What follows belongs to an exercise in optimizing a design on an open flow for small area and a short achievable clock period; a production flow would make more cautious choices.
At most, simulation tests tie the RTL to the original design; equivalence was not proved.
Function not checked in runs 2 and 3: the RTL went through the layout flow alone.
Power is estimated from default activity; no workload was simulated.

==> flow/design.v (outline; a module is shown in full before it is edited, if it fits) <==
// module alu_inv: 3 lines
// module alu_nand2: 3 lines
// module alu_nor2: 3 lines
// module alu_and2: 3 lines
// module alu_xor2: 3 lines
// module alu_xnor2: 3 lines
// module alu_aoi21: 3 lines
// module alu_oai21: 3 lines
// module alu_aoi22: 3 lines
// module alu_aoi222: 3 lines
// module alu_nand3: 3 lines
// module alu_nand4: 3 lines
// module alu_maj3: 3 lines
// module alu_and2b: 3 lines
// module alu_nor2b: 3 lines
// module alu_a21o: 3 lines
// module alu_mux2i: 3 lines
// module ALU: 1268 lines
module ALU(
    input [31:0] rs1,
    input [31:0] rs2,
    input clk,
    input [3:0] sel,
    output reg [31:0] out
);
  // ...
==> flow/flow/run.sh <==
#!/bin/bash
# Standard layout with two changes: plain buf_1 cells as the port buffers, and
# every synthesized cell swapped for its smallest size before placement (the
# resizer sizes up again where needed).
set -euo pipefail
export BUFFER_PORTS_ARGS="-buffer_cell sky130_fd_sc_hd__buf_1"
export POST_FLOORPLAN_TCL="$PWD/flow/downsize.tcl"
bash standard.sh finish > make_finish.log 2>&1
==> flow/flow/downsize.tcl <==
# Swap every cell for the smallest cell of the same function (the same name
# without its drive-strength suffix); the resizer's repair steps that follow
# size up again where slew, capacitance or timing need it. The adder's carry
# tree (its AOI21 and OAI21 cells) keeps the sizes synthesis gave it.
set dont_use [split $::env(DONT_USE_CELLS)]
set smallest [dict create]
foreach lc [get_lib_cells sky130_fd_sc_hd__*] {
  set n [get_name $lc]
  if {[lsearch -exact $dont_use $n] >= 0} { continue }
  if {![regexp {^(.+)_([0-9]+)$} $n -> fam drv]} { continue }
  set a [get_property $lc area]
  if {![dict exists $smallest $fam] || $a < [lindex [dict get $smallest $fam] 1]} {
    dict set smallest $fam [list $n $a]
  }
}
set count 0
foreach inst [get_cells *] {
  set lc [get_lib_cells -of_objects $inst]
  set n [get_name $lc]
  if {![regexp {^(.+)_([0-9]+)$} $n -> fam drv]} { continue }
  if {![dict exists $smallest $fam]} { continue }
  if {$fam in {sky130_fd_sc_hd__a21oi sky130_fd_sc_hd__o21ai}} { continue }
  lassign [dict get $smallest $fam] best a
  if {$best ne $n && $a < [get_property $lc area]} {
    replace_cell $inst $best
    incr count
  }
}
puts "downsize.tcl: replaced $count cells"
==> flow/standard.sh <==
#!/bin/bash
# synth_recipe.tcl (not shown) runs the flow's synth.tcl, then flattens the netlist and writes it again
# the make line also repeats each setting of config.mk as NAME=value (left out here)
make -C /OpenROAD-flow-scripts/flow DESIGN_CONFIG=/design/flow/config.mk WORK_HOME=/design/flow/orfs CLKGATE_MAP_FILE= SYNTH_SCRIPT=/design/flow/synth_recipe.tcl "${@:-finish}"
==> flow/config.mk <==
export PLATFORM = sky130hd
export DESIGN_NAME = ALU
export DESIGN_NICKNAME = ALU
export VERILOG_FILES = /design/flow/design.v
export SDC_FILE = /design/flow/constraint.sdc
export NUM_CORES = 4
export LEC_CHECK = 0
export CAP_MARGIN = 20
export CORE_MARGIN = 2
export CORE_UTILIZATION = 40
export SETUP_SLACK_MARGIN = 1.5
export SLEW_MARGIN = 20
export SYNTH_HIERARCHICAL = 1
==> flow/constraint.sdc <==
create_clock -name core_clock -period 5.0 [get_ports {clk}]
set_input_delay 1.0000 -clock core_clock [delete_from_list [all_inputs] [get_ports {clk}]]
set_output_delay 1.0000 -clock core_clock [all_outputs]
set_load 0.01 [all_outputs]
==> summary.txt, run 1 <==
pwr dens 258 nW/um^2; average size of a mapped cell 9.46 um^2; seq pwr 0.000347 W; Final non-clock buffer share 0.0858; # setup viols final 0; FF+latch count, synth 32; global-route wire length before repair 29.6 mm; registers with the most flip-flops out: 32 flops; Iteration-0 DRC Markers 1162; met2 wire len 9.21 mm; clock buffers 6; fraction of area in registers 0.101; layout cell share with drive strength beyond 1 0.159; commonest cells after routing, fill and taps aside a22oi_1, buf_1, nand2_1; Min Hold Slack 0.516 ns; RSZ-0062 raised after global routing true; EDFF count, synth 0; die area 17000 um^2; Ports 101; Worst EP arrival 3.55 ns; post-CTS resize count 31; Post-DP Area 5790 um^2; post-CTS setup buffer count 3; CP Launch Point sel[3]; Vias 6256; met3 GRT Util 0.0369; outcome timing/DRC/antenna clean; Flop pwr share 0.213
==> run 2, diff against run 1 <==
--- a/flow/design.v
+++ b/flow/design.v
@@ -685,16 +685,32 @@
     wire rsum30;
     wire ra30;
     wire rb30;
     wire n30;
     wire rsum31;
     wire ra31;
     wire rb31;
     wire n31;
+    wire G1_3_d1;
+    wire G1_11_d1;
+    wire P1_11_d1;
+    wire G1_19_d1;
+    wire P1_19_d1;
+    wire G1_27_d1;
+    wire P1_27_d1;
+    wire G2_7_d1;
+    wire G2_23_d1;
+    wire G2_23_d2;
+    wire P2_23_d1;
+    wire P2_23_d2;
+    wire G3_15_d1;
+    wire G3_15_d2;
+    wire G3_15_d3;
+    wire G3_15_i_d1;
     alu_nor2 u1 (.a(sel[1]), .b(sel[0]), .y(sub_t0));
     alu_nor2 u2 (.a(sel[1]), .b(sel[0]), .y(sub_t1));
     alu_nor2 u3 (.a(sub_t0), .b(sel[2]), .y(sub_0));
     alu_nor2 u4 (.a(sub_t0), .b(sel[2]), .y(sub_1));
     alu_nor2 u5 (.a(sub_t0), .b(sel[2]), .y(sub_2));
     alu_nor2 u6 (.a(sub_t0), .b(sel[2]), .y(sub_3));
     alu_nor2 u7 (.a(sub_t1), .b(sel[2]), .y(sub_4));
     alu_nor2 u8 (.a(sub_t1), .b(sel[2]), .y(sub_5));
@@ -874,112 +890,112 @@
     alu_oai21 u182 (.a1(p30_i), .a2(G0_29), .b1(g30_i), .y(G1_30));
     alu_nor2 u183 (.a(p30_i), .b(P0_29), .y(P1_30));
     alu_oai21 u184 (.a1(P0_31), .a2(G0_29), .b1(G0_31), .y(G1_31));
     alu_nor2 u185 (.a(P0_31), .b(P0_29), .y(P1_31));
     alu_aoi21 u186 (.a1(p4), .a2(G1_3), .b1(g4), .y(G2_4));
     alu_inv u187 (.a(G1_3), .y(G1_3_i));
     alu_oai21 u188 (.a1(P0_5), .a2(G1_3_i), .b1(G0_5), .y(G2_5));
     alu_aoi21 u189 (.a1(P1_6), .a2(G1_3), .b1(G1_6), .y(G2_6));
-    alu_aoi21 u190 (.a1(P1_7), .a2(G1_3), .b1(G1_7), .y(G2_7));
+    alu_aoi21 u190 (.a1(P1_7), .a2(G1_3_d1), .b1(G1_7), .y(G2_7));
     alu_aoi21 u191 (.a1(p12), .a2(G1_11), .b1(g12), .y(G2_12));
     alu_nand2 u192 (.a(p12), .b(P1_11), .y(P2_12));
     alu_inv u193 (.a(G0_13), .y(G0_13_i));
     alu_inv u194 (.a(P0_13), .y(P0_13_i));
     alu_aoi21 u195 (.a1(P0_13_i), .a2(G1_11), .b1(G0_13_i), .y(G2_13));
     alu_nand2 u196 (.a(P0_13_i), .b(P1_11), .y(P2_13));
     alu_aoi21 u197 (.a1(P1_14), .a2(G1_11), .b1(G1_14), .y(G2_14));
     alu_nand2 u198 (.a(P1_14), .b(P1_11), .y(P2_14));
-    alu_aoi21 u199 (.a1(P1_15), .a2(G1_11), .b1(G1_15), .y(G2_15));
-    alu_nand2 u200 (.a(P1_15), .b(P1_11), .y(P2_15));
+    alu_aoi21 u199 (.a1(P1_15), .a2(G1_11_d1), .b1(G1_15), .y(G2_15));
+    alu_nand2 u200 (.a(P1_15), .b(P1_11_d1), .y(P2_15));
     alu_aoi21 u201 (.a1(p20), .a2(G1_19), .b1(g20), .y(G2_20));
     alu_nand2 u202 (.a(p20), .b(P1_19), .y(P2_20));
     alu_inv u203 (.a(G0_21), .y(G0_21_i));
     alu_inv u204 (.a(P0_21), .y(P0_21_i));
     alu_aoi21 u205 (.a1(P0_21_i), .a2(G1_19), .b1(G0_21_i), .y(G2_21));
     alu_nand2 u206 (.a(P0_21_i), .b(P1_19), .y(P2_21));
     alu_aoi21 u207 (.a1(P1_22), .a2(G1_19), .b1(G1_22), .y(G2_22));
     alu_nand2 u208 (.a(P1_22), .b(P1_19), .y(P2_22));
-    alu_aoi21 u209 (.a1(P1_23), .a2(G1_19), .b1(G1_23), .y(G2_23));
-    alu_nand2 u210 (.a(P1_23), .b(P1_19), .y(P2_23));
+    alu_aoi21 u209 (.a1(P1_23), .a2(G1_19_d1), .b1(G1_23), .y(G2_23));
+    alu_nand2 u210 (.a(P1_23), .b(P1_19_d1), .y(P2_23));
     alu_aoi21 u211 (.a1(p28), .a2(G1_27), .b1(g28), .y(G2_28));
     alu_nand2 u212 (.a(p28), .b(P1_27), .y(P2_28));
     alu_inv u213 (.a(G0_29), .y(G0_29_i));
     alu_inv u214 (.a(P0_29), .y(P0_29_i));
     alu_aoi21 u215 (.a1(P0_29_i), .a2(G1_27), .b1(G0_29_i), .y(G2_29));
     alu_nand2 u216 (.a(P0_29_i), .b(P1_27), .y(P2_29));
     alu_aoi21 u217 (.a1(P1_30), .a2(G1_27), .b1(G1_30), .y(G2_30));
     alu_nand2 u218 (.a(P1_30), .b(P1_27), .y(P2_30));
-    alu_aoi21 u219 (.a1(P1_31), .a2(G1_27), .b1(G1_31), .y(G2_31));
-    alu_nand2 u220 (.a(P1_31), .b(P1_27), .y(P2_31));
+    alu_aoi21 u219 (.a1(P1_31), .a2(G1_27_d1), .b1(G1_31), .y(G2_31));
+    alu_nand2 u220 (.a(P1_31), .b(P1_27_d1), .y(P2_31));
     alu_inv u221 (.a(G2_7), .y(G2_7_i));
     alu_aoi21 u222 (.a1(p8), .a2(G2_7_i), .b1(g8), .y(G3_8));
     alu_oai21 u223 (.a1(P0_9), .a2(G2_7), .b1(G0_9), .y(G3_9));
     alu_aoi21 u224 (.a1(P1_10), .a2(G2_7_i), .b1(G1_10), .y(G3_10));
-    alu_aoi21 u225 (.a1(P1_11), .a2(G2_7_i), .b1(G1_11), .y(G3_11));
+    alu_aoi21 u225 (.a1(P1_11_d1), .a2(G2_7_i), .b1(G1_11_d1), .y(G3_11));
     alu_oai21 u226 (.a1(P2_12), .a2(G2_7), .b1(G2_12), .y(G3_12));
-    alu_oai21 u227 (.a1(P2_13), .a2(G2_7), .b1(G2_13), .y(G3_13));
-    alu_oai21 u228 (.a1(P2_14), .a2(G2_7), .b1(G2_14), .y(G3_14));
-    alu_oai21 u229 (.a1(P2_15), .a2(G2_7), .b1(G2_15), .y(G3_15));
+    alu_oai21 u227 (.a1(P2_13), .a2(G2_7_d1), .b1(G2_13), .y(G3_13));
+    alu_oai21 u228 (.a1(P2_14), .a2(G2_7_d1), .b1(G2_14), .y(G3_14));
+    alu_oai21 u229 (.a1(P2_15), .a2(G2_7_d1), .b1(G2_15), .y(G3_15));
     alu_inv u230 (.a(g24), .y(g24_i));
     alu_inv u231 (.a(p24), .y(p24_i));
     alu_oai21 u232 (.a1(p24_i), .a2(G2_23), .b1(g24_i), .y(G3_24));
     alu_nor2 u233 (.a(p24_i), .b(P2_23), .y(P3_24));
     alu_oai21 u234 (.a1(P0_25), .a2(G2_23), .b1(G0_25), .y(G3_25));
     alu_nor2 u235 (.a(P0_25), .b(P2_23), .y(P3_25));
     alu_inv u236 (.a(G1_26), .y(G1_26_i));
     alu_inv u237 (.a(P1_26), .y(P1_26_i));
     alu_oai21 u238 (.a1(P1_26_i), .a2(G2_23), .b1(G1_26_i), .y(G3_26));
     alu_nor2 u239 (.a(P1_26_i), .b(P2_23), .y(P3_26));
-    alu_inv u240 (.a(G1_27), .y(G1_27_i));
-    alu_inv u241 (.a(P1_27), .y(P1_27_i));
-    alu_oai21 u242 (.a1(P1_27_i), .a2(G2_23), .b1(G1_27_i), .y(G3_27));
-    alu_nor2 u243 (.a(P1_27_i), .b(P2_23), .y(P3_27));
-    alu_oai21 u244 (.a1(P2_28), .a2(G2_23), .b1(G2_28), .y(G3_28));
-    alu_nor2 u245 (.a(P2_28), .b(P2_23), .y(P3_28));
-    alu_oai21 u246 (.a1(P2_29), .a2(G2_23), .b1(G2_29), .y(G3_29));
-    alu_nor2 u247 (.a(P2_29), .b(P2_23), .y(P3_29));
-    alu_oai21 u248 (.a1(P2_30), .a2(G2_23), .b1(G2_30), .y(G3_30));
-    alu_nor2 u249 (.a(P2_30), .b(P2_23), .y(P3_30));
-    alu_oai21 u250 (.a1(P2_31), .a2(G2_23), .b1(G2_31), .y(G3_31));
-    alu_nor2 u251 (.a(P2_31), .b(P2_23), .y(P3_31));
+    alu_inv u240 (.a(G1_27_d1), .y(G1_27_i));
+    alu_inv u241 (.a(P1_27_d1), .y(P1_27_i));
+    alu_oai21 u242 (.a1(P1_27_i), .a2(G2_23_d1), .b1(G1_27_i), .y(G3_27));
+    alu_nor2 u243 (.a(P1_27_i), .b(P2_23_d1), .y(P3_27));
+    alu_oai21 u244 (.a1(P2_28), .a2(G2_23_d1), .b1(G2_28), .y(G3_28));
+    alu_nor2 u245 (.a(P2_28), .b(P2_23_d1), .y(P3_28));
+    alu_oai21 u246 (.a1(P2_29), .a2(G2_23_d1), .b1(G2_29), .y(G3_29));
+    alu_nor2 u247 (.a(P2_29), .b(P2_23_d1), .y(P3_29));
+    alu_oai21 u248 (.a1(P2_30), .a2(G2_23_d2), .b1(G2_30), .y(G3_30));
+    alu_nor2 u249 (.a(P2_30), .b(P2_23_d2), .y(P3_30));
+    alu_oai21 u250 (.a1(P2_31), .a2(G2_23_d2), .b1(G2_31), .y(G3_31));
+    alu_nor2 u251 (.a(P2_31), .b(P2_23_d2), .y(P3_31));
     alu_aoi21 u252 (.a1(p16), .a2(G3_15), .b1(g16), .y(G4_16));
     alu_inv u253 (.a(G3_15), .y(G3_15_i));
     alu_oai21 u254 (.a1(P0_17), .a2(G3_15_i), .b1(G0_17), .y(G4_17));
     alu_aoi21 u255 (.a1(P1_18), .a2(G3_15), .b1(G1_18), .y(G4_18));
-    alu_aoi21 u256 (.a1(P1_19), .a2(G3_15), .b1(G1_19), .y(G4_19));
+    alu_aoi21 u256 (.a1(P1_19_d1), .a2(G3_15), .b1(G1_19_d1), .y(G4_19));
     alu_oai21 u257 (.a1(P2_20), .a2(G3_15_i), .b1(G2_20), .y(G4_20));
     alu_oai21 u258 (.a1(P2_21), .a2(G3_15_i), .b1(G2_21), .y(G4_21));
-    alu_oai21 u259 (.a1(P2_22), .a2(G3_15_i), .b1(G2_22), .y(G4_22));
-    alu_oai21 u260 (.a1(P2_23), .a2(G3_15_i), .b1(G2_23), .y(G4_23));
-    alu_aoi21 u261 (.a1(P3_24), .a2(G3_15), .b1(G3_24), .y(G4_24));
-    alu_aoi21 u262 (.a1(P3_25), .a2(G3_15), .b1(G3_25), .y(G4_25));
-    alu_aoi21 u263 (.a1(P3_26), .a2(G3_15), .b1(G3_26), .y(G4_26));
-    alu_aoi21 u264 (.a1(P3_27), .a2(G3_15), .b1(G3_27), .y(G4_27));
-    alu_aoi21 u265 (.a1(P3_28), .a2(G3_15), .b1(G3_28), .y(G4_28));
-    alu_aoi21 u266 (.a1(P3_29), .a2(G3_15), .b1(G3_29), .y(G4_29));
-    alu_aoi21 u267 (.a1(P3_30), .a2(G3_15), .b1(G3_30), .y(G4_30));
-    alu_aoi21 u268 (.a1(P3_31), .a2(G3_15), .b1(G3_31), .y(G4_31));
+    alu_oai21 u259 (.a1(P2_22), .a2(G3_15_i_d1), .b1(G2_22), .y(G4_22));
+    alu_oai21 u260 (.a1(P2_23_d2), .a2(G3_15_i_d1), .b1(G2_23_d2), .y(G4_23));
+    alu_aoi21 u261 (.a1(P3_24), .a2(G3_15_d1), .b1(G3_24), .y(G4_24));
+    alu_aoi21 u262 (.a1(P3_25), .a2(G3_15_d1), .b1(G3_25), .y(G4_25));
+    alu_aoi21 u263 (.a1(P3_26), .a2(G3_15_d1), .b1(G3_26), .y(G4_26));
+    alu_aoi21 u264 (.a1(P3_27), .a2(G3_15_d1), .b1(G3_27), .y(G4_27));
+    alu_aoi21 u265 (.a1(P3_28), .a2(G3_15_d2), .b1(G3_28), .y(G4_28));
+    alu_aoi21 u266 (.a1(P3_29), .a2(G3_15_d2), .b1(G3_29), .y(G4_29));
+    alu_aoi21 u267 (.a1(P3_30), .a2(G3_15_d2), .b1(G3_30), .y(G4_30));
+    alu_aoi21 u268 (.a1(P3_31), .a2(G3_15_d2), .b1(G3_31), .y(G4_31));
     alu_xor2 u269 (.a(p0), .b(sub_0), .y(s0));
     alu_xor2 u270 (.a(p1), .b(g0c), .y(s1));
     alu_xor2 u271 (.a(p2), .b(G0_1_i), .y(s2));
     alu_xnor2 u272 (.a(p3), .b(G1_2), .y(s3));
-    alu_xor2 u273 (.a(p4), .b(G1_3), .y(s4));
+    alu_xor2 u273 (.a(p4), .b(G1_3_d1), .y(s4));
     alu_xnor2 u274 (.a(p5), .b(G2_4), .y(s5));
     alu_xor2 u275 (.a(p6), .b(G2_5), .y(s6));
     alu_xnor2 u276 (.a(p7), .b(G2_6), .y(s7));
     alu_xor2 u277 (.a(p8), .b(G2_7_i), .y(s8));
     alu_xnor2 u278 (.a(p9), .b(G3_8), .y(s9));
     alu_xor2 u279 (.a(p10), .b(G3_9), .y(s10));
     alu_xnor2 u280 (.a(p11), .b(G3_10), .y(s11));
     alu_xnor2 u281 (.a(p12), .b(G3_11), .y(s12));
     alu_xor2 u282 (.a(p13), .b(G3_12), .y(s13));
     alu_xor2 u283 (.a(p14), .b(G3_13), .y(s14));
     alu_xor2 u284 (.a(p15), .b(G3_14), .y(s15));
-    alu_xor2 u285 (.a(p16), .b(G3_15), .y(s16));
+    alu_xor2 u285 (.a(p16), .b(G3_15_d3), .y(s16));
     alu_xnor2 u286 (.a(p17), .b(G4_16), .y(s17));
     alu_xor2 u287 (.a(p18), .b(G4_17), .y(s18));
     alu_xnor2 u288 (.a(p19), .b(G4_18), .y(s19));
     alu_xnor2 u289 (.a(p20), .b(G4_19), .y(s20));
     alu_xor2 u290 (.a(p21), .b(G4_20), .y(s21));
     alu_xor2 u291 (.a(p22), .b(G4_21), .y(s22));
     alu_xor2 u292 (.a(p23), .b(G4_22), .y(s23));
     alu_xor2 u293 (.a(p24), .b(G4_23), .y(s24));
@@ -1306,14 +1322,30 @@
     alu_nand2 u614 (.a(m_s), .b(s30), .y(rsum30));
     alu_aoi22 u615 (.a1(m_r), .a2(sh4_30), .b1(m_l), .b2(sh4_1), .y(ra30));
     alu_aoi222 u616 (.a1(m_g), .a2(g30), .b1(m_p), .b2(p30), .c1(m_h), .c2(out[30]), .y(rb30));
     alu_nand3 u617 (.a(rsum30), .b(ra30), .c(rb30), .y(n30));
     alu_nand2 u618 (.a(m_s), .b(s31), .y(rsum31));
     alu_aoi22 u619 (.a1(m_r), .a2(sh4_31), .b1(m_l), .b2(sh4_0), .y(ra31));
     alu_aoi222 u620 (.a1(m_g), .a2(g31), .b1(m_p), .b2(p31), .c1(m_h), .c2(out[31]), .y(rb31));
     alu_nand3 u621 (.a(rsum31), .b(ra31), .c(rb31), .y(n31));
+    alu_oai21 u622 (.a1(P0_3), .a2(G0_1), .b1(G0_3), .y(G1_3_d1));
+    alu_oai21 u623 (.a1(P0_11), .a2(G0_9), .b1(G0_11), .y(G1_11_d1));
+    alu_nor2 u624 (.a(P0_11), .b(P0_9), .y(P1_11_d1));
+    alu_oai21 u625 (.a1(P0_19), .a2(G0_17), .b1(G0_19), .y(G1_19_d1));
+    alu_nor2 u626 (.a(P0_19), .b(P0_17), .y(P1_19_d1));
+    alu_oai21 u627 (.a1(P0_27), .a2(G0_25), .b1(G0_27), .y(G1_27_d1));
+    alu_nor2 u628 (.a(P0_27), .b(P0_25), .y(P1_27_d1));
+    alu_aoi21 u629 (.a1(P1_7), .a2(G1_3_d1), .b1(G1_7), .y(G2_7_d1));
+    alu_aoi21 u630 (.a1(P1_23), .a2(G1_19_d1), .b1(G1_23), .y(G2_23_d1));
+    alu_aoi21 u631 (.a1(P1_23), .a2(G1_19_d1), .b1(G1_23), .y(G2_23_d2));
+    alu_nand2 u632 (.a(P1_23), .b(P1_19_d1), .y(P2_23_d1));
+    alu_nand2 u633 (.a(P1_23), .b(P1_19_d1), .y(P2_23_d2));
+    alu_oai21 u634 (.a1(P2_15), .a2(G2_7_d1), .b1(G2_15), .y(G3_15_d1));
+    alu_oai21 u635 (.a1(P2_15), .a2(G2_7_d1), .b1(G2_15), .y(G3_15_d2));
+    alu_oai21 u636 (.a1(P2_15), .a2(G2_7_d1), .b1(G2_15), .y(G3_15_d3));
+    alu_inv u637 (.a(G3_15), .y(G3_15_i_d1));
     wire u  = sel[0] | (rs1[31] == rs2[31]);
     wire k1 = m_c & ~u & rs1[31];
     wire k0 = m_c & (u | rs1[31]);
     always @(posedge clk)
         out <= {n31, n30, n29, n28, n27, n26, n25, n24, n23, n22, n21, n20, n19, n18, n17, n16, n15, n14, n13, n12, n11, n10, n9, n8, n7, n6, n5, n4, n3, n2, n1, n0};
 endmodule
==> flow/flow/downsize.tcl (replaced) <==
# Swap every cell for the smallest cell of the same function (the same name
# without its drive-strength suffix); the resizer's repair steps that follow
# size up again where slew, capacitance or timing need it.
set dont_use [split $::env(DONT_USE_CELLS)]
set smallest [dict create]
foreach lc [get_lib_cells sky130_fd_sc_hd__*] {
  set n [get_name $lc]
  if {[lsearch -exact $dont_use $n] >= 0} { continue }
  if {![regexp {^(.+)_([0-9]+)$} $n -> fam drv]} { continue }
  set a [get_property $lc area]
  if {![dict exists $smallest $fam] || $a < [lindex [dict get $smallest $fam] 1]} {
    dict set smallest $fam [list $n $a]
  }
}
set count 0
foreach inst [get_cells *] {
  set lc [get_lib_cells -of_objects $inst]
  set n [get_name $lc]
  if {![regexp {^(.+)_([0-9]+)$} $n -> fam drv]} { continue }
  if {![dict exists $smallest $fam]} { continue }
  lassign [dict get $smallest $fam] best a
  if {$best ne $n && $a < [get_property $lc area]} {
    replace_cell $inst $best
    incr count
  }
}
puts "downsize.tcl: replaced $count cells"
==> flow/config.mk (replaced) <==
export PLATFORM = sky130hd
export DESIGN_NAME = ALU
export DESIGN_NICKNAME = ALU
export VERILOG_FILES = /design/flow/design.v
export SDC_FILE = /design/flow/constraint.sdc
export NUM_CORES = 4
export LEC_CHECK = 0
export CAP_MARGIN = 0
export CORE_MARGIN = 2
export CORE_UTILIZATION = 40
export SETUP_SLACK_MARGIN = 1.5
export SLEW_MARGIN = 0
export SYNTH_HIERARCHICAL = 1
==> summary.txt, run 2 <==
Ports 101 (unchanged); register area share after synthesis 0.0991; CP most frequent cell a22oi_1; CP max FO 17; Pleak 2.24 nW; largest register by flop count out; die width 131 um; Power Total 0.00155 W; Initial Util 0.409; CP Capture Type flop; average size of a mapped cell 9.36 um^2 (-1.0%); EDFF count, synth 0 (unchanged); grt total ovfl 0; Buffers on Ports 100; CP required 5.14 ns; gr usage total 0.212; TNS Setup 0 ns; total core area 15800 um^2; CP max stage delay 0.32 ns; CTS tree done; CTS root buf clkbuf_16; clock-pin transition on the worst setup and hold timing paths 0.05 ns; largest net degree at the start of global routing 37; maxcap violations 0; maximum VDD drop 0.134 mV; Vias 6335 (+1.3%); final-report hold violation count 0; clk buf depth 2; Post-Syn Area 6470 um^2; asr flop ratio synth 0; post-synth net total 760; vias per cell 6.11; Critical Path, Cell by Cell buf_1 -> clkinvlp_4 -> buf_4 -> a22oi_1 -> a22oi_1 -> a22oi_1 -> a22oi_1 -> a22oi_1 -> a22oi_1 -> a22oi_1 -> nand3_1; die area 17200 um^2 (+1.3%); relative slew slack 0.220; drt drc 0; vias in the first global route 5504; layout cell share with drive strength beyond 1 0.0830 (-0.0762); commonest cells after routing, fill and taps aside a22oi_1, buf_1, xor2_1; FF+latch count, synth 32 (unchanged); Netlist cell types 19; Top FF cell, synth dfxtp_1; min Tclk post-route 3.37 ns; Hold Crit Class flop to flop; registers with the most flip-flops out: 32 flops; Final Max Tran Viols 0; Iteration-0 DRC Markers 1093 (-5.9%); hold depth 2; R2R depth 2; standard-cell rows 46; die height 131 um; Final Util 0.383; Skew-Pair Late Insertion Delay 0.28 ns; # setup viols final 0 (unchanged); CP max-delay cell a22oi_1; Area Growth Syn to Fin -6.31%; top cells by count, synth a22oi_2, xor2_1, nand2_1, a21oi_2; Fmax 296 MHz; Setup Skew 0 ns; global-route wire length before repair 29.9 mm (+0.93%); Ys Warns 7; nets 888; Cells after Synth 691; most numerous cell in the Yosys netlist a22oi_2; pwr dens 256 nW/um^2 (-0.68%); dpl hpwl 14.8 mm; total CTS buffers 5; cell taking the most area after synthesis a22oi_2; CP Class primary input to flop; Final GP Congestion 0.966; Worst EP arrival 3.52 ns (-0.03 ns); worst slew pin tran 1.17 ns; Sink Count 32; synth top area cells a22oi_2, xor2_1, dfxtp_1; CP Launch Type primary input; final worst path period share 0.675; Yosys top cell area share 0.433; Post-DRT Antenna Nets 0; number of flip-flops in the largest register 32; Avg WL per Cell 18.8 um; DRT Pass-1 Iters 9; WL final 19.5 mm; RSZ-0062 raised after global routing true; most common cell after layout, fill and taps aside a22oi_1; H-Tree Depth 2; outcome timing/DRC/antenna clean; initial antenna violation count 0
run 2: final cells by class:
type                       instances  area (um^2)
fill                            1693         9770
multi-input combinational        621         4320
sequential                        32          641
timing repair buffer             119          526
tap                              216          270
inverter                          38          150
clock buffer                       6          129
timing repair inverter             2         15.0
clock inverter                     1         5.00
antenna                            1         2.50
run 2: Yosys stat by module, one instance, submodules excluded, excerpt:
| module | times used | cells |
|---|---|---|
| ALU | 1 | 54 |
| alu_and2b | 32 | 1 |
| alu_aoi21 | 49 | 1 |
| alu_aoi22 | 224 | 1 |
| alu_aoi222 | 32 | 1 |
| alu_inv | 31 | 1 |
| alu_mux2i | 2 | 1 |
| alu_nand2 | 62 | 1 |
| alu_nand3 | 31 | 1 |
| alu_nand4 | 1 | 1 |
| alu_nor2 | 35 | 1 |
| alu_nor2b | 1 | 1 |
| alu_xor2 | 80 | 1 |
run 2: timing repair:
action,4_1_cts,5_1_grt
gates cloned,0,2
buffers inserted,0,3
hold buffers,0,0
endpoints found under the setup margin,22,32
gates resized for setup,13,30
run 2: metal layers:
layer,vias up,wire length [um],GRT usage
li1,3019,-,-
met1,3016,8660,0.291
met2,273,9180,0.355
met3,27,1260,0.0243
met4,0,420,0.0489
met5,-,0,0
run 2: worst max-delay path, delay by kind of cell:
kind	cells	cell delay, ns
and+or+nand+nor	1	0.13
AOI/OAI and AO/OA	7	1.74
buffers and inverters	3	0.65
run 2: logic make-up after synthesis:
group	synth area share
mux	0.00310
compound gates	0.582
buf+inv	0.0221
xor+xnor	0.131
flops	0.0991
simple gates	0.163
run 2: worst paths after layout:
check / start / to / slack, ns
hold reg to reg: out[23] / out[23] / 0.51
hold / removal: out[23] / out[23] / 0.51
setup / recovery: sel[3] / out[1] / 1.63
setup reg to reg: out[0] / out[0] / 4.07
run 2: report_power, final:
part | switching, W | leakage [nW] | total, W | internal (W)
Clock | 0.000125 | 0.0667 | 0.000306 | 0.000181
Sequential | 0.0000335 | 0.268 | 0.000347 | 0.000314
Combinational | 0.000571 | 1.91 | 0.000901 | 0.000330
Total | 0.000729 | 2.24 | 0.00155 | 0.000825
run 2: stage by stage:
stage / setup WS (ns) / hold slack [ns] / instances / cell area, um^2
final: 1.63 / 0.511 / 1036 / 6060
after global routing: 1.48 / 0.540 / 1035 / 6060
after CTS: 1.50 / 0.512 / 1030 / 5880
after detailed placement: 0.855 / 0.497 / 1023 / 5690
after global placement: 0.897 / 0.505 / 1023 / 5690
after floorplan: 1.52 / 0.556 / 691 / 6480
==> run 3, diff against run 2 <==
--- a/flow/config.mk
+++ b/flow/config.mk
@@ -9,5 +9,5 @@
 export CORE_MARGIN = 2
 export CORE_UTILIZATION = 40
-export SETUP_SLACK_MARGIN = 1.5
+export SETUP_SLACK_MARGIN = 1.6
 export SLEW_MARGIN = 0
 export SYNTH_HIERARCHICAL = 1
==> summary.txt, run 3 <==
most common cell after layout, fill and taps aside a22oi_1; final-report hold violation count 0 (unchanged); EDFF count, synth 0 (unchanged); vias per cell 6.15 (+0.55%); Ports 101 (unchanged); commonest cells after routing, fill and taps aside a22oi_1, buf_1, nand2_1; Yosys top cell area share 0.433 (unchanged); Final Max Tran Viols 0 (unchanged); most numerous cell in the Yosys netlist a22oi_2; total core area 15800 um^2 (unchanged); H-Tree Depth 2 (unchanged); Buffers on Ports 100 (unchanged); Adder-Cell Fraction of Synth Area 0 (unchanged); hold depth 2 (unchanged); CP Capture Type flop; worst slew pin tran 1.16 ns (-0.0109 ns); top cells by count, synth a22oi_2, xor2_1, nand2_1, a21oi_2; CP Class primary input to flop; Initial Util 0.409 (unchanged); drt drc 0 (unchanged); min Tclk post-route 3.35 ns (-0.0285 ns); Vias 6413 (+1.2%); Post-DRT Antenna Nets 0 (unchanged); Area Growth Syn to Fin -2.71%; Skew-Pair Late Insertion Delay 0.28 ns (about the same); FF+latch count, synth 32 (unchanged); total CTS buffers 5 (unchanged); DRT Pass-1 Iters 10 (+1); diode count 0 (-1); die area 17200 um^2 (unchanged); CTS root buf clkbuf_16; Ys Warns 7 (unchanged); Final GP Congestion 0.946 (-2.1%); R2R depth 2 (unchanged); post-route setup slack 1.65 ns (+0.0285 ns); gr usage total 0.217 (+0.00500); CP Launch Type primary input; CP max FO 9 (-8); largest register by flop count out; dpl cells 1025 (+0.20%); Synth Area in Simple Gates 0.163 (unchanged); Setup Skew 0 ns (unchanged); CTS tree done; layout cell share with drive strength beyond 1 0.104 (+0.0210); die width 131 um (unchanged); pwr dens 254 nW/um^2 (-1.0%); cell taking the most area after synthesis a22oi_2; Cell Count, Final, Fillers Out 1043 (+0.68%); mux cell area share after synthesis 0.00310 (unchanged); largest net degree at the start of global routing 37 (unchanged); register area share after synthesis 0.0991 (unchanged); maxcap violations 0 (unchanged); dpl hpwl 15.0 mm (+1.2%); global-route wire length before repair 30.3 mm (+1.4%); pre-CTS setup slack 0.846 ns (-0.00945 ns); Final Util 0.397 (+0.0147); number of flip-flops in the largest register 32 (unchanged); grt total ovfl 0 (unchanged); Avg WL per Cell 19.2 um (+2.0%); Sink Count 32 (unchanged); main combinational cell family by area after synthesis compound AO/OA/AOI/OAI gates; Cells after Synth 691 (unchanged); Post-Syn Area 6470 um^2 (unchanged); clk buf depth 2 (unchanged); Top FF cell, synth dfxtp_1; asr flop ratio synth 0 (unchanged); # setup viols final 0 (unchanged); initial antenna violation count 0 (unchanged); Hold Crit Class flop to flop; nets 896 (+0.90%); outcome timing/DRC/antenna clean; registers with the most flip-flops out: 32 flops; Post-Synth XOR/XNOR Area 0.131 (unchanged); Netlist cell types 19 (unchanged); Pleak 2.33 nW (+3.7%); TNS Setup 0 ns (unchanged); clock-pin transition on the worst setup and hold timing paths 0.06 ns (about the same); Fmax 299 MHz (+0.85%); standard-cell rows 46 (unchanged); relative slew slack 0.227 (+0.00725); final worst path period share 0.669 (-0.00569); RSZ-0062 raised after global routing true; Worst EP arrival 3.51 ns (about the same); average size of a mapped cell 9.36 um^2 (unchanged); Iteration-0 DRC Markers 1067 (-2.4%); WL final 20.0 mm (+2.7%); post-synth net total 760 (unchanged); synth top area cells a22oi_2, xor2_1, dfxtp_1; Synth Area in Compound Gates 0.582 (unchanged); CP required 5.16 ns (+0.02 ns); maximum VDD drop 0.122 mV (-8.6%); die height 131 um (unchanged); vias in the first global route 5490 (-0.25%)
run 3: cell counts after synthesis:
No cell type changed its count.
run 3: area by class of cell:
class	instances	area, um^2
clock buffer	6	129
clock inverter	1	5.00
fill	1670	9540
inverter	38	148
multi-input combinational	621	4460
sequential	32	641
tap	216	270
timing repair buffer	128	628
timing repair inverter	1	7.51
run 3: Yosys stat by module (local to each module, per instance), excerpt:
| module | cell area (um^2) | flops+latches | times used |
|---|---|---|---|
| alu_oai21 | 5.00 | 0 | 41 |
| alu_and2b | 13.8 | 0 | 32 |
| alu_xor2 | 8.76 | 0 | 80 |
| alu_nand2 | 3.75 | 0 | 62 |
| alu_inv | 3.75 | 0 | 31 |
| alu_nor2b | 13.8 | 0 | 1 |
| alu_aoi222 | 10.0 | 0 | 32 |
| alu_nor2 | 3.75 | 0 | 35 |
| alu_nand3 | 5.00 | 0 | 31 |
| alu_aoi22 | 12.5 | 0 | 224 |
| ALU | 752 | 32 | 1 |
| alu_mux2i | 10.0 | 0 | 2 |
run 3: worst paths after layout:
kind,end,startpoint,slack [ns]
worst max-delay path,out[0],sel[1],1.65
worst max register to register,out[0],out[0],4.09
worst min-delay path,out[25],out[25],0.52
worst min register to register,out[25],out[25],0.52
run 3: power breakdown:
group	internal, W	switching [W]
Clock	0.000181	0.000125
Combinational	0.000348	0.000594
Sequential	0.000314	0.0000337
Total	0.000844	0.000753
run 3: cells by family after synthesis:
logic type,count (synthesis)
AND/OR/NAND/NOR,175
XOR/XNOR,97
buffers and inverters,38
flip-flops,32
multiplexers,2
AO/OA/AOI/OAI,347
run 3: worst max-delay path, cell delays in order:
cell and delay, ns:
clkbuf_4 0.19, nor2_4 0.21, buf_4 0.15, nor2_4 0.04, buf_12 0.14, xor2_2 0.23, nor2b_1 0.10, a21oi_1 0.27
o21ai_2 0.15, a21oi_1 0.14, buf_4 0.19, o21ai_2 0.13, a21oi_1 0.21, mux2i_1 0.24, nand4_1 0.10
run 3: timing repair:
action,CTS,global route
hold buffers,0,0
buffers inserted,0,10
resized for setup,25,37
gates cloned,0,1
pin swaps,0,5
setup endpoints to repair,27,32
run 3: per-layer routing:
| metal | share of wire | up-vias | track usage |
|---|---|---|---|
| met5 | 0 | - | 0 |
| met4 | 0.016 | 0 | 0.0519 |
| met3 | 0.072 | 28 | 0.0262 |
| met2 | 0.48 | 299 | 0.354 |
| met1 | 0.44 | 3061 | 0.304 |
| li1 | - | 3025 | - |
run 3: per-stage QoR:
stage               power [W]  hold slack [ns]  cell area [um^2]
floorplan             0.00118            0.556              6490
global placement      0.00121            0.504              5710
detailed placement    0.00121            0.504              5710
CTS                   0.00154            0.519              5960
global route          0.00171            0.547              6290
finish                0.00160            0.516              6290

==> afterwards: timing with drivers on the ports <==
How much do the figures lean on ideal ports? The routed layouts below were timed once more, with nothing changed but the port constraints. Step 1 assumes that a clkbuf_16 drives the clock port and a buf_2 every other input. Step 2 also shifts input and output timing later by t, the mid clock arrival at the registers, as if the neighbouring blocks saw the same clock. Slacks: ideal ports / drivers / drivers and shift; pairs: ideal ports / drivers.
| run | t (ns) | setup WS [ns] | hold slack, ns | worst register clock-pin slew, ns |
|---|---|---|---|---|
| run 1 | 0.323 | 1.601 / 1.615 / 1.292 | 0.516 / 0.516 / 0.516 | 0.06 / 0.06 |
| run 2 | 0.319 | 1.625 / 1.642 / 1.323 | 0.511 / 0.511 / 0.511 | 0.06 / 0.06 |
| run 3 | 0.328 | 1.654 / 1.664 / 1.336 | 0.516 / 0.516 / 0.516 | 0.06 / 0.06 |
After both steps setup and hold are still met in every run listed. For run 3, which loses most, drivers alone change the setup slack by +0.010 ns; drivers and shift together by -0.318 ns.
